Source: an optimization exercise on an open RTL-to-GDS flow (aim: small area, a short achievable clock period and few clock cycles). Production flows keep margins and buffers that such runs may drop. In this exercise RTL edits were held to simulation tests only and were not proved equivalent to the original. Power and IR drop assume default switching activity.

==> juniper: inputs <==
==> flow/design.v (excerpt) <==
module mips54(
input clk,
input rst,
output [31:0] pc,
input [31:0] inst,
output [31:0] dmem_addr,
output dmem_we,
output [3:0] dmem_wstrb,
output [31:0] dmem_wdata,
input [31:0] dmem_rdata
);
Settings: LEC_CHECK=0, CAP_MARGIN=20, CORE_MARGIN=2, CORE_UTILIZATION=40, SLEW_MARGIN=20, SYNTH_HIERARCHICAL=1; clock period 20.0 ns.
standard.sh (not shown) runs the stock make flow with config.mk's settings and CLKGATE_MAP_FILE= SYNTH_SCRIPT=/design/flow/synth_recipe.tcl, a recipe that flattens the netlist after the stock synthesis.
==> flow/flow/run.sh <==
#!/bin/bash
set -euo pipefail
bash standard.sh SETUP_SLACK_MARGIN=14.5 "BUFFER_PORTS_ARGS=-buffer_cell sky130_fd_sc_hd__buf_4" \
  CORE_UTILIZATION=45 PLACE_DENSITY=0.62 CTS_CLUSTER_SIZE=25 CTS_CLUSTER_DIAMETER=60 SKIP_GATE_CLONING=1 \
  finish > flow_make.log 2>&1
==> inputs of zinc, as changes to juniper <==
--- a/flow/design.v
+++ b/flow/design.v
@@ -115,26 +115,23 @@
 reg [31:0] m_wdata;
 reg        m_rwe;        
 reg [4:0]  m_rd;
 reg [31:0] m_res;        
 reg [31:0] m_ar;         
 reg        m_sar;        
 reg        m_slt, m_sltu, m_cy, m_sx, m_sa;   
-reg        m_tx;         
 reg        m_c0w;        
 reg        m_ld;
 reg        m_szh, m_szb, m_lsg;
 reg [31:1] gv;           
 reg [31:0] cv;           
 reg        hv, lv;       
 reg [31:0] hi, lo;
 reg        md_busy;
 reg        md_hcs;       
-reg        md_dvh, md_dvl;   
-reg        md_nr, md_nq;
 wire [31:0] mhi;
 assign pc = pc_f;
 assign dmem_addr = m_addr;
 assign dmem_we = m_we;
 assign dmem_wstrb = m_strb;
 assign dmem_wdata = m_wdata;
 wire [15:0] ld_h = m_addr[1] ? dmem_rdata[31:16] : dmem_rdata[15:0];
@@ -246,23 +243,24 @@
 assign status = cv[12] ? cq[12*32 +: 32] : 32'b0;
 assign epc    = cv[14] ? cq[14*32 +: 32] : 32'b0;
 always @(posedge clk or posedge rst)
   if (rst) cv <= 32'b0;
   else cv <= cv | c0_wsel | {17'b0, {3{c0_exc}}, 12'b0} | {19'b0, c0_eret, 12'b0};
 wire eq = (va == vb);
 wire br_taken = (x_beq & eq) | (x_bne & ~eq) | (x_bgez & ~va[31]);
-wire exc = x_sysc | x_brk;
-assign exc_code = m_tx ? 5'd13 : x_sysc ? 5'd8 : 5'd9;
+wire exc = x_sysc | x_brk | (x_teq & eq);
+assign exc_code = x_sysc ? 5'd8 : x_brk ? 5'd9 : 5'd13;
 wire teq_exc = x_teq & eq;
-wire redirect = ~stall & ((x_br & ~br_taken) | x_jr | teq_exc | x_erx);
+wire [31:0] br_target = npc_x + {{14{imm[15]}}, imm, 2'b00};
+wire redirect = ~stall & (br_taken | x_jr | teq_exc | x_erx);
 wire [31:0] target = teq_exc ? 32'h00400004 :
                      x_erx ? epc :
-                     x_jr ? va : npc_x;
-wire [31:0] hi_v = ~hv ? 32'b0 : md_hcs ? mhi : (md_dvh & md_nr) ? -hi : hi;
-wire [31:0] lo_v = ~lv ? 32'b0 : (md_dvl & md_nq) ? -lo : lo;
+                     x_jr ? va : br_target;
+wire [31:0] hi_v = ~hv ? 32'b0 : md_hcs ? mhi : hi;
+wire [31:0] lo_v = lv ? lo : 32'b0;
 wire [31:0] ar = x_add ? sum : dif[31:0];
 wire [31:0] res =
     ({32{x_and}}  & (va & opb)) |
     ({32{x_or}}   & (va | opb)) |
     ({32{x_xor}}  & (va ^ opb)) |
     ({32{x_nor}}  & ~(va | opb)) |
     ({32{x_lui}}  & {imm, 16'b0}) |
@@ -280,46 +278,21 @@
 wire nfs = ~stall & x_rwe & (x_dest == inst[25:21]);
 wire nft = ~stall & x_rwe & (x_dest == inst[20:16]);
 wire nc0 = ~stall & x_mtc0 & f_c[C_C0R];
 wire nlu = ~stall & x_ld & x_rwe & ((x_dest == inst[25:21]) | (x_dest == inst[20:16]));
 wire [31:0] pc4 = pc_f + 32'd4;
 wire f_j  = f_c[C_J];
 wire f_sc = f_c[C_SYSC] | f_c[C_BRK];
-wire f_er = f_c[C_ERET] & ~(x_mtc0 | x_sysc | x_brk | x_teq | m_c0w | m_tx);
-wire f_br = f_c[C_BR];
+wire f_er = f_c[C_ERET] & ~(x_mtc0 | x_sysc | x_brk | x_teq | m_c0w);
 wire fr = f_j | f_sc | f_er;
 wire [31:0] f_other = f_j ? {pc4[31:28], inst[25:0], 2'b00} :
                       f_sc ? 32'h00400004 : epc;
-wire f_o = f_j | f_sc | f_er;
-wire [31:0] pc_base;
-pcsel u_psel(.t(target), .h(pc_f), .o(f_other), .q(pc4),
-             .st(redirect), .sh(~redirect & stall), .so(~redirect & ~stall & f_o),
-             .sq(~redirect & ~stall & ~f_o), .y(pc_base));
-wire sel_bt = ~redirect & ~stall & f_br;
-wire [16:0] f_bl;
-add16c u_badd(.a(pc4[17:2]), .b(inst[15:0]), .s(f_bl));
-wire [13:0] f_ph = pc4[31:18];
-function [13:0] incdec14(input [13:0] x, input dn);    
-  integer j;
-  reg t;
-  begin
-    t = 1'b1;
-    for (j = 0; j < 14; j = j + 1) begin
-      incdec14[j] = x[j] ^ t;
-      t = t & (x[j] ^ dn);
-    end
-  end
-endfunction
-wire [13:0] f_pi = incdec14(f_ph, 1'b0);
-wire [13:0] f_pd = incdec14(f_ph, 1'b1);
-wire [13:0] f_x1 = sel_bt ? (inst[15] ? f_ph : f_pi) : pc_base[31:18];
-wire [13:0] f_x0 = sel_bt ? (inst[15] ? f_pd : f_ph) : pc_base[31:18];
-wire [31:0] pc_next;
-pcpick u_pick(.sb(sel_bt), .c(f_bl[16]), .bl(f_bl[15:0]), .x1(f_x1), .x0(f_x0),
-              .base(pc_base[17:0]), .pn(pc_next));
+wire [31:0] pc_base = redirect ? target : stall ? pc_f :
+                      (f_j | f_sc | f_er) ? f_other : pc4;
+wire [31:0] pc_next = pc_base;
 always @(posedge clk or posedge rst)
   if (rst) pc_r <= 32'b0;
   else pc_r <= pc_next ^ 32'h00400000;
 always @(posedge clk or posedge rst)
   if (rst) begin
     xc <= {NC{1'b0}};
     x_lu <= 1'b0;
@@ -335,37 +308,34 @@
     x_lu <= nlu;
     x_c0st <= nc0;
     x_erx <= f_c[C_ERET] & ~f_er;
   end else begin
     x_lu <= 1'b0;
     x_c0st <= 1'b0;
   end
-always @(posedge clk)
-  if (!stall && !teq_exc) npc_x <= pc4;
 always @(posedge clk) begin
   if (!stall) begin
     ir <= inst;
     x_c0s <= onehot32(inst[15:11]);
+    npc_x <= pc4;
     x_dest <= f_dec[NC+4:NC];
   end
   xs <= onehot32(f_rs) & gv_next & {32{~nfs}};
   xt <= onehot32(f_rt) & gv_next & {32{~nft}};
   xfsa <= nfs & x_ar;
   xfta <= nft & x_ar;
   xfsr <= nfs & ~x_ar;
   xftr <= nft & ~x_ar;
 end
 always @(posedge clk or posedge rst)
   if (rst) begin
     m_we <= 1'b0;
     m_rwe <= 1'b0;
     m_c0w <= 1'b0;
-    m_tx <= 1'b0;
   end else begin
-    m_tx <= ~stall & teq_exc;
     m_we <= ~stall & x_st;
     m_rwe <= ~stall & x_rwe;
     m_c0w <= ~stall & x_mtc0;
   end
 always @(posedge clk) begin
   m_addr <= sum;
   m_strb <= x_szb ? (4'b0001 << sum[1:0]) : x_szh ? (sum[1] ? 4'b1100 : 4'b0011) : 4'b1111;
@@ -381,21 +351,21 @@
   m_sa <= va[31];
   m_ld <= x_ld;
   m_szh <= x_szh;
   m_szb <= x_szb;
   m_lsg <= x_lsg;
 end
 assign c0_wsel = m_c0w ? onehot32(m_rd) : 32'b0;
-assign c0_exc  = (~stall & exc) | m_tx;
+assign c0_exc  = ~stall & exc;
 assign c0_eret = ~stall & x_eret;
 reg        md_div;
 reg [4:0]  md_cnt;
 reg [32:0] md_a;         
 reg        md_nrm;       
-reg        md_sg, md_nb;    
+reg        md_sg, md_nq, md_nr, md_nb;    
 reg [34:0] md_s, md_c;
 reg        md_ci;
 reg [11:0] md_be;        
 function [2:0] benc(input [2:0] b);
   benc = {b[2], (b[2] & ~b[1] & ~b[0]) | (~b[2] & b[1] & b[0]), b[1] ^ b[0]};
 endfunction
 function [11:0] benc4(input [7:0] b, input bp);
@@ -441,32 +411,26 @@
 wire [35:0] dv_t2 = {2'b00, dv_x} - {2'b00, md_a[31:0], 1'b0};
 wire [35:0] dv_t3 = {2'b00, dv_x} - {2'b00, md_a3};
 wire        dv_g3 = ~dv_t3[35];
 wire [1:0]  dv_q  = dv_g3 ? 2'd3 : ~dv_t2[35] ? 2'd2 : ~dv_t1[35] ? 2'd1 : 2'd0;
 wire [31:0] dv_r  = dv_g3 ? dv_t3[31:0] : ~dv_t2[35] ? dv_t2[31:0] :
                     ~dv_t1[35] ? dv_t1[31:0] : dv_x[31:0];
 wire md_go = ~stall & (x_mult | x_multu | x_div | x_divu);
-wire md_end = md_busy & (~md_div ? mlast : md_nrm ? dv_lz[5] : (md_cnt == 5'd15));
+wire md_end = md_busy & (md_div ? md_cnt[4] : mlast);
 always @(posedge clk or posedge rst)
   if (rst) begin
     md_busy <= 1'b0;
     md_hcs <= 1'b0;
-    md_dvh <= 1'b0;
-    md_dvl <= 1'b0;
     hv <= 1'b0;
     lv <= 1'b0;
   end else begin
     if (md_go) md_busy <= 1'b1;
     else if (md_end) md_busy <= 1'b0;
     if (md_go | (~stall & x_mthi)) md_hcs <= 1'b0;
     else if (md_end & ~md_div) md_hcs <= 1'b1;
-    if (md_go | (~stall & x_mthi)) md_dvh <= 1'b0;
-    else if (md_end & md_div) md_dvh <= 1'b1;
-    if (md_go | (~stall & x_mtlo)) md_dvl <= 1'b0;
-    else if (md_end & md_div) md_dvl <= 1'b1;
     if (md_go | (~stall & x_mthi)) hv <= 1'b1;
     if (md_go | (~stall & x_mtlo)) lv <= 1'b1;
   end
 always @(posedge clk)
   if (md_go) begin
     if (x_mult | x_multu) begin
       lo <= vb;
@@ -481,14 +445,17 @@
   end else if (md_busy) begin
     if (!md_div) begin
       md_s <= ms[42:8];
       md_c <= mc[42:8];
       md_ci <= mlow[8];
       lo <= {mlow[7:0], lo[31:8]};
       md_be <= benc4(lo[15:8], lo[7]);
+    end else if (md_cnt[4]) begin
+      if (md_nr) hi <= -hi;
+      if (md_nq) lo <= -lo;
     end else if (md_nrm) begin
       lo <= dv_na << {dv_lz[5:1], 1'b0};
       md_s <= {1'b0, dv_nb, 1'b0} + {2'b0, dv_nb};
     end else begin
       hi <= dv_r;
       lo <= {lo[29:0], dv_q};
     end
@@ -508,40 +475,7 @@
     md_nr <= x_div & va[31];
   end else if (md_busy) begin
     md_nrm <= 1'b0;
     if (md_nrm) md_a <= {1'b0, dv_nb};
     md_cnt <= md_nrm ? dv_lz[5:1] : md_cnt + 5'd1;
   end
 endmodule
-module add16c(
-input [15:0] a,
-input [15:0] b,
-output [16:0] s
-);
-assign s = {1'b0, a} + {1'b0, b};
-endmodule
-module pcpick(
-input sb,
-input c,
-input [15:0] bl,
-input [13:0] x1,
-input [13:0] x0,
-input [17:0] base,
-output [31:0] pn
-);
-assign pn[1:0] = base[1:0];
-assign pn[17:2] = sb ? bl : base[17:2];
-assign pn[31:18] = c ? x1 : x0;
-endmodule
-module pcsel(
-input [31:0] t,
-input [31:0] h,
-input [31:0] o,
-input [31:0] q,
-input st,
-input sh,
-input so,
-input sq,
-output [31:0] y
-);
-assign y = ({32{st}} & t) | ({32{sh}} & h) | ({32{so}} & o) | ({32{sq}} & q);
-endmodule
==> flow/flow/run.sh (replaced) <==
#!/bin/bash
# Standard ORFS layout (the standard.sh) with: repair_timing aiming at a
# setup slack margin (shorter achieved period), faster port buffers, denser
# placement and somewhat larger clock-tree sink clusters.
set -euo pipefail
bash standard.sh SETUP_SLACK_MARGIN=14.5 "BUFFER_PORTS_ARGS=-buffer_cell sky130_fd_sc_hd__buf_4" \
  CORE_UTILIZATION=60 PLACE_DENSITY=0.75 CTS_CLUSTER_SIZE=25 CTS_CLUSTER_DIAMETER=60 \
  finish > flow_make.log 2>&1
Settings changed: SYNTH_HIERARCHICAL 1 to default.
==> inputs of delta, as changes to juniper <==
--- a/flow/design.v
+++ b/flow/design.v
@@ -115,15 +115,14 @@
 reg [31:0] m_wdata;
 reg        m_rwe;        
 reg [4:0]  m_rd;
 reg [31:0] m_res;        
 reg [31:0] m_ar;         
 reg        m_sar;        
 reg        m_slt, m_sltu, m_cy, m_sx, m_sa;   
-reg        m_tx;         
 reg        m_c0w;        
 reg        m_ld;
 reg        m_szh, m_szb, m_lsg;
 reg [31:1] gv;           
 reg [31:0] cv;           
 reg        hv, lv;       
 reg [31:0] hi, lo;
@@ -246,16 +245,16 @@
 assign status = cv[12] ? cq[12*32 +: 32] : 32'b0;
 assign epc    = cv[14] ? cq[14*32 +: 32] : 32'b0;
 always @(posedge clk or posedge rst)
   if (rst) cv <= 32'b0;
   else cv <= cv | c0_wsel | {17'b0, {3{c0_exc}}, 12'b0} | {19'b0, c0_eret, 12'b0};
 wire eq = (va == vb);
 wire br_taken = (x_beq & eq) | (x_bne & ~eq) | (x_bgez & ~va[31]);
-wire exc = x_sysc | x_brk;
-assign exc_code = m_tx ? 5'd13 : x_sysc ? 5'd8 : 5'd9;
+wire exc = x_sysc | x_brk | (x_teq & eq);
+assign exc_code = x_sysc ? 5'd8 : x_brk ? 5'd9 : 5'd13;
 wire teq_exc = x_teq & eq;
 wire redirect = ~stall & ((x_br & ~br_taken) | x_jr | teq_exc | x_erx);
 wire [31:0] target = teq_exc ? 32'h00400004 :
                      x_erx ? epc :
                      x_jr ? va : npc_x;
 wire [31:0] hi_v = ~hv ? 32'b0 : md_hcs ? mhi : (md_dvh & md_nr) ? -hi : hi;
 wire [31:0] lo_v = ~lv ? 32'b0 : (md_dvl & md_nq) ? -lo : lo;
@@ -280,15 +279,15 @@
 wire nfs = ~stall & x_rwe & (x_dest == inst[25:21]);
 wire nft = ~stall & x_rwe & (x_dest == inst[20:16]);
 wire nc0 = ~stall & x_mtc0 & f_c[C_C0R];
 wire nlu = ~stall & x_ld & x_rwe & ((x_dest == inst[25:21]) | (x_dest == inst[20:16]));
 wire [31:0] pc4 = pc_f + 32'd4;
 wire f_j  = f_c[C_J];
 wire f_sc = f_c[C_SYSC] | f_c[C_BRK];
-wire f_er = f_c[C_ERET] & ~(x_mtc0 | x_sysc | x_brk | x_teq | m_c0w | m_tx);
+wire f_er = f_c[C_ERET] & ~(x_mtc0 | x_sysc | x_brk | x_teq | m_c0w);
 wire f_br = f_c[C_BR];
 wire fr = f_j | f_sc | f_er;
 wire [31:0] f_other = f_j ? {pc4[31:28], inst[25:0], 2'b00} :
                       f_sc ? 32'h00400004 : epc;
 wire f_o = f_j | f_sc | f_er;
 wire [31:0] pc_base;
 pcsel u_psel(.t(target), .h(pc_f), .o(f_other), .q(pc4),
@@ -335,37 +334,34 @@
     x_lu <= nlu;
     x_c0st <= nc0;
     x_erx <= f_c[C_ERET] & ~f_er;
   end else begin
     x_lu <= 1'b0;
     x_c0st <= 1'b0;
   end
-always @(posedge clk)
-  if (!stall && !teq_exc) npc_x <= pc4;
 always @(posedge clk) begin
   if (!stall) begin
     ir <= inst;
     x_c0s <= onehot32(inst[15:11]);
+    npc_x <= pc4;
     x_dest <= f_dec[NC+4:NC];
   end
   xs <= onehot32(f_rs) & gv_next & {32{~nfs}};
   xt <= onehot32(f_rt) & gv_next & {32{~nft}};
   xfsa <= nfs & x_ar;
   xfta <= nft & x_ar;
   xfsr <= nfs & ~x_ar;
   xftr <= nft & ~x_ar;
 end
 always @(posedge clk or posedge rst)
   if (rst) begin
     m_we <= 1'b0;
     m_rwe <= 1'b0;
     m_c0w <= 1'b0;
-    m_tx <= 1'b0;
   end else begin
-    m_tx <= ~stall & teq_exc;
     m_we <= ~stall & x_st;
     m_rwe <= ~stall & x_rwe;
     m_c0w <= ~stall & x_mtc0;
   end
 always @(posedge clk) begin
   m_addr <= sum;
   m_strb <= x_szb ? (4'b0001 << sum[1:0]) : x_szh ? (sum[1] ? 4'b1100 : 4'b0011) : 4'b1111;
@@ -381,15 +377,15 @@
   m_sa <= va[31];
   m_ld <= x_ld;
   m_szh <= x_szh;
   m_szb <= x_szb;
   m_lsg <= x_lsg;
 end
 assign c0_wsel = m_c0w ? onehot32(m_rd) : 32'b0;
-assign c0_exc  = (~stall & exc) | m_tx;
+assign c0_exc  = ~stall & exc;
 assign c0_eret = ~stall & x_eret;
 reg        md_div;
 reg [4:0]  md_cnt;
 reg [32:0] md_a;         
 reg        md_nrm;       
 reg        md_sg, md_nb;    
 reg [34:0] md_s, md_c;
==> flow/flow/run.sh (replaced) <==
#!/bin/bash
set -euo pipefail
bash standard.sh SETUP_SLACK_MARGIN=14.5 "BUFFER_PORTS_ARGS=-buffer_cell sky130_fd_sc_hd__buf_4" \
  CORE_UTILIZATION=45 PLACE_DENSITY=0.62 CTS_CLUSTER_SIZE=25 CTS_CLUSTER_DIAMETER=60 \
  finish > flow_make.log 2>&1
==> comparison <==
Between juniper and delta, the lower clock skew is in juniper (gap 56 ps). Between juniper and delta, the lower worst setup slack is in juniper (gap 90 ps). Against juniper, the worst hold slack of delta is lower by 4.9 ps. Of delta and juniper, delta has the higher clock power (gap about 4.7%, measured against juniper). juniper ran to the end with no violations. delta ran to the end with violations: antenna rules. zinc ended with an error in global routing (5_1_grt), error GRT-0232. Register-to-register slack: delta is better than juniper (120 ps). Wire length: delta is larger than juniper (about 3%).
==> figures <==
                                                                 juniper                       zinc            delta
Final clock skew                                                  103 ps                          -           159 ps
Fin util                                                           52.1%                          -            52.5%
Run status                                      timing/DRC/antenna clean  aborted with a tool error  failed layout checks
Stage where the flow stopped                                           -   global routing (5_1_grt)                -
Reasons for failing layout checks                                      -                          -    antenna rules
Launch point of the worst hold path                                xc[3]                          -            xc[2]
Number of pins with negative max-slew slack in the final report        0                          -                0
Power in the clock group                                         4.88 mW                          -          5.11 mW
Post-Route Setup TNS                                                0 ps                          -             0 ps
Final weighted congestion in routability-driven placement           1.05                       1.13             1.07
Part of the Yosys area used for sequential elements                54.7%                      54.9%            54.9%
Non-clock inverter count                                             538                          -              509
Number of storage elements in the synthesis netlist                2,663                      2,659            2,662
Max clock buf depth                                                    4                          3                4
Routed vias                                                         125k                          -             124k
Testbench counts of juniper, summed over its fixed seeds: cycles 113,788.
Testbench counts of zinc, summed over its fixed seeds: cycles 118,561.
Testbench counts of delta, summed over its fixed seeds: cycles 113,788.

-- afterwards: timing with drivers on the ports --
In the flow no input, the clock included, has a driving cell. The finished layouts below were timed again as built, in two steps. Step 1 sets driving cells, clkbuf_16 on the clock port and buf_2 on the other inputs (assumed; they add their load-dependent delay and slew). Step 2 adds t to the input delays and takes it off the output delays; t is the mean of the earliest and latest rising clock arrival at the registers after step 1. Input paths then give back, and output paths get back, about the clock's delay inside the block. Three values: ideal, step 1, step 2; two values: the first two.
run	shift t [ns]	setup slack, ns	worst setup path after step 2	cell pins on the clock port's net
juniper	1.051	14.200 / 14.180 / 13.224	input to register	1
delta	1.070	14.291 / 14.179 / 13.391	input to register	1
The setup slack of juniper, which loses most, moves by -0.020 ns with the drivers and by -0.976 ns with both steps.
